This is an optimization exercise on Yosys and OpenROAD, whose aim is small area and a short achievable clock period, not a production implementation.
Only simulation tests tie the RTL to the original design; equivalence was not proved.

## v6
## DataPath16BitCpu_Clean
module DataPath16BitCpu_Clean(Clk,Reset,Restart,Ins,Mem_Out,PC,A,ALU_Out,B,MemWrite);
    input Clk;                           
    input Reset;                         
    input Restart;                       
    input [15:0] Ins;                    
    input [15:0] Mem_Out;                
    output [15:0] PC;                    
    output [15:0] A;                     
    output [15:0] ALU_Out;               
    output [15:0] B;                     
    output MemWrite;                     
    wire [3:0] op = Ins[15:12];
    wire [3:0] rs = Ins[11:8];
    wire [3:0] rt = Ins[7:4];
    wire [3:0] rd = Ins[3:0];
    wire is_lw  = (op == 4'd8);
    wire is_sw  = (op == 4'd10);
    wire is_bne = (op == 4'd14);
    wire is_jmp = (op == 4'd15);
    wire is_r   = (op == 4'd0) | (op == 4'd1) | (op == 4'd2) | (op == 4'd6) | (op == 4'd7);
    wire we     = is_r | is_lw;
    wire [3:0] wa = op[3] ? rt : rd;     
    assign MemWrite = is_sw;
    wire [15:0] C;                       
    wire [15:0] wsel;                    
    wire [15:0] V;                       
    wire [255:0] Rf;
    genvar i;
    generate
        for (i = 0; i < 16; i = i + 1) begin : dec
            assign wsel[i] = we & (wa == i);
        end
    endgenerate
    genvar j;
    generate
        for (j = 0; j < 16; j = j + 1) begin : rf
            reg [15:0] q;
            always @(posedge Clk)
                if (wsel[j]) q <= C;
            assign Rf[j*16 +: 16] = q;
        end
    endgenerate
    reg [15:0] Vr;
    always @(posedge Clk or negedge Reset)
        if (~Reset) Vr <= 16'd0;
        else Vr <= Vr | wsel;
    assign V = Vr;
    RdPort    rdA  (.a(rs), .V(V), .Rf(Rf), .y(A));
    RdPort    rdB  (.a(rt), .V(V), .Rf(Rf), .y(B));
    AddrGen   agen (.A(A), .off(Ins[3:0]), .y(ALU_Out));
    wire ne;
    ALU16     alu  (.op(op), .A(A), .B(B), .Mem_Out(Mem_Out), .C(C), .ne(ne));
    reg [15:0] PCr;
  ...
==> flow/config.mk <==
export PLATFORM = sky130hd
export DESIGN_NAME = DataPath16BitCpu_Clean
export DESIGN_NICKNAME = DataPath16BitCpu_Clean
export VERILOG_FILES = /design/flow/design.v
export SDC_FILE = /design/flow/constraint.sdc
export NUM_CORES = 4
export LEC_CHECK = 0
export CAP_MARGIN = 20
export CORE_MARGIN = 2
export CORE_UTILIZATION = 55
export PLACE_DENSITY = 0.7
export SLEW_MARGIN = 20
==> flow/constraint.sdc <==
create_clock -name core_clock -period 14.0 [get_ports {Clk}]
set_input_delay 2.8000 -clock core_clock [delete_from_list [all_inputs] [get_ports {Clk}]]
set_output_delay 2.8000 -clock core_clock [all_outputs]
set_load 0.01 [all_outputs]
standard.sh (not shown) runs the stock make flow with config.mk's settings and CLKGATE_MAP_FILE= SYNTH_SCRIPT=/design/flow/synth_recipe.tcl, a recipe that flattens the netlist after the stock synthesis.
==> flow/flow/run.sh <==
#!/bin/bash
# Layout flow: the standard flow (standard.sh) with these changes:
#  - synthesis is the standard flow's synthesis script (flow/synth.tcl) with other ABC
#    mapping scripts: modules on the input-to-output paths (RdPort AddrGen) are mapped
#    for delay (flow/fast.abc), the rest for area (flow/area.abc); the
#    half/full-adder extraction is off. Registers are unchanged.
#  - port buffers are plain buf_4 cells;
#  - setup repair aims for a slack margin of 5 ns.
# Each step's full output goes to its own log file here.
set -euo pipefail
F=$(pwd)/flow
MY_ABC_SCRIPT=$F/area.abc MY_ABC_FAST_SCRIPT=$F/fast.abc MY_ABC_FAST_MODULES="RdPort AddrGen" \
  bash standard.sh SYNTH_SCRIPT=$F/synth.tcl ADDER_MAP_FILE= SYNTH_HIERARCHICAL=1 SYNTH_MINIMUM_KEEP_SIZE=0 synth > synth.log 2>&1
bash standard.sh "BUFFER_PORTS_ARGS=-buffer_cell sky130_fd_sc_hd__buf_4" SETUP_SLACK_MARGIN=5  "CTS_ARGS=-sink_clustering_enable -repair_clock_nets -dont_use_dummy_load -buf_list {sky130_fd_sc_hd__clkbuf_4 sky130_fd_sc_hd__clkbuf_8} -sink_clustering_size 20 -sink_clustering_max_diameter 50" "BUFFER_PORTS_ARGS=-buffer_cell sky130_fd_sc_hd__buf_2" finish > layout.log 2>&1
==> flow/flow/area.abc <==
strash; dc2; &get -n; &dch -f; &nf -R 1000; &put; mfs2 -W 4; strash; dc2; &get -n; &dch -f; &nf -R 1000; &put
==> flow/flow/fast.abc <==
&get -n; &st; &dch; &nf; &put
==> flow/flow/synth.tcl <==
# The standard flow's synthesis script (synth_recipe.tcl) with one change: the ABC mapping
# script. MY_ABC_SCRIPT replaces ORFS's script; with SYNTH_HIERARCHICAL 1, the
# modules named in MY_ABC_FAST_MODULES are mapped with MY_ABC_FAST_SCRIPT
# instead. Registers are not touched by ABC.
proc synth {args} { yosys synth -nofsm -noshare {*}$args }
proc abc {args} {
  set i [lsearch -exact $args -script]
  if { $i < 0 || ![info exists ::env(MY_ABC_SCRIPT)] } {
    yosys abc {*}$args
    return
  }
  set fast {}
  if { [info exists ::env(MY_ABC_FAST_MODULES)] } { set fast $::env(MY_ABC_FAST_MODULES) }
  if { [llength $fast] > 0 } {
    set fargs $args
    lset fargs [expr {$i + 1}] $::env(MY_ABC_FAST_SCRIPT)
    yosys abc {*}$fargs {*}$fast
    # the rest: ABC leaves the cells mapped above alone
    lset args [expr {$i + 1}] $::env(MY_ABC_SCRIPT)
    yosys abc {*}$args
  } else {
    lset args [expr {$i + 1}] $::env(MY_ABC_SCRIPT)
    yosys abc {*}$args
  }
}
source $::env(SCRIPTS_DIR)/synth.tcl
# left out here: clear keep_hierarchy, flatten, clean up, hide names made inside functions, write 1_2_yosys.v
--- input diff v6..v7 ---
==> flow/flow/run.sh <==
#!/bin/bash
# Layout flow: the standard flow (standard.sh) with these changes:
#  - synthesis is the standard flow's synthesis script (flow/synth.tcl) with other ABC
#    mapping scripts: modules on the input-to-output paths (RdPort AddrGen) are mapped
#    for delay (flow/fast.abc), the rest for area (flow/area.abc); the
#    half/full-adder extraction is off. Registers are unchanged.
#  - port buffers are plain buf_4 cells;
#  - setup repair aims for a slack margin of 5 ns.
# Each step's full output goes to its own log file here.
set -euo pipefail
F=$(pwd)/flow
MY_ABC_SCRIPT=$F/area.abc MY_ABC_FAST_SCRIPT=$F/fast.abc MY_ABC_FAST_MODULES="RdPort AddrGen" \
  bash standard.sh SYNTH_SCRIPT=$F/synth.tcl ADDER_MAP_FILE= SYNTH_HIERARCHICAL=1 SYNTH_MINIMUM_KEEP_SIZE=0 synth > synth.log 2>&1
bash standard.sh "BUFFER_PORTS_ARGS=-buffer_cell sky130_fd_sc_hd__buf_4" SETUP_SLACK_MARGIN=5  "CTS_ARGS=-sink_clustering_enable -repair_clock_nets -dont_use_dummy_load -buf_list {sky130_fd_sc_hd__clkbuf_4 sky130_fd_sc_hd__clkbuf_8} -sink_clustering_size 20 -sink_clustering_max_diameter 50" "BUFFER_PORTS_ARGS=-buffer_cell sky130_fd_sc_hd__buf_1" finish > layout.log 2>&1
==> flow/flow/area.abc <==
strash; dc2; &get -n; &dch -f; &nf -R 1000; &put
## What came out
The final layout from v7, which completed every stage, passed the timing, DRC and antenna checks at the end of the flow.
Going from v6 to v7, synthesized instance count moved up; post-route minimum period moved up; diode insertion count for antenna repair moved up; non-clock buffer count moved down.
v6 was larger in final cell area than v7.
From v6 to v7 the numbers moved as follows: effective utilization at floorplan moved up; clock latency on the worst-skew pair level.

## re-timing with driven ports
The results above use ideal ports. As a check the final layouts listed here were re-extracted and re-timed, cells and wires unchanged. Step 1, drivers: a clkbuf_16 drives Clk and a buf_2 each remaining input, both assumed. Step 2 also shifts input and output timing later by t, the mid clock arrival at the registers, as if the neighbouring blocks saw the same clock. Three values: ideal, step 1, step 2; two values: the first two.
run | t (ns) | setup WS [ns] | worst setup path at the end | slew at the worst register clock pin (ns) | cell pins on the clock port's net
v6 | 0.623 | 5.153 / 5.134 / 4.636 | input to register | 0.11 / 0.11 | 1
v7 | 0.619 | 5.113 / 5.090 / 4.567 | input to register | 0.11 / 0.11 | 1
After both steps setup and hold are still met in every run listed. The setup slack of v7, which loses most, moves by -0.023 ns with the drivers and by -0.546 ns with both steps.
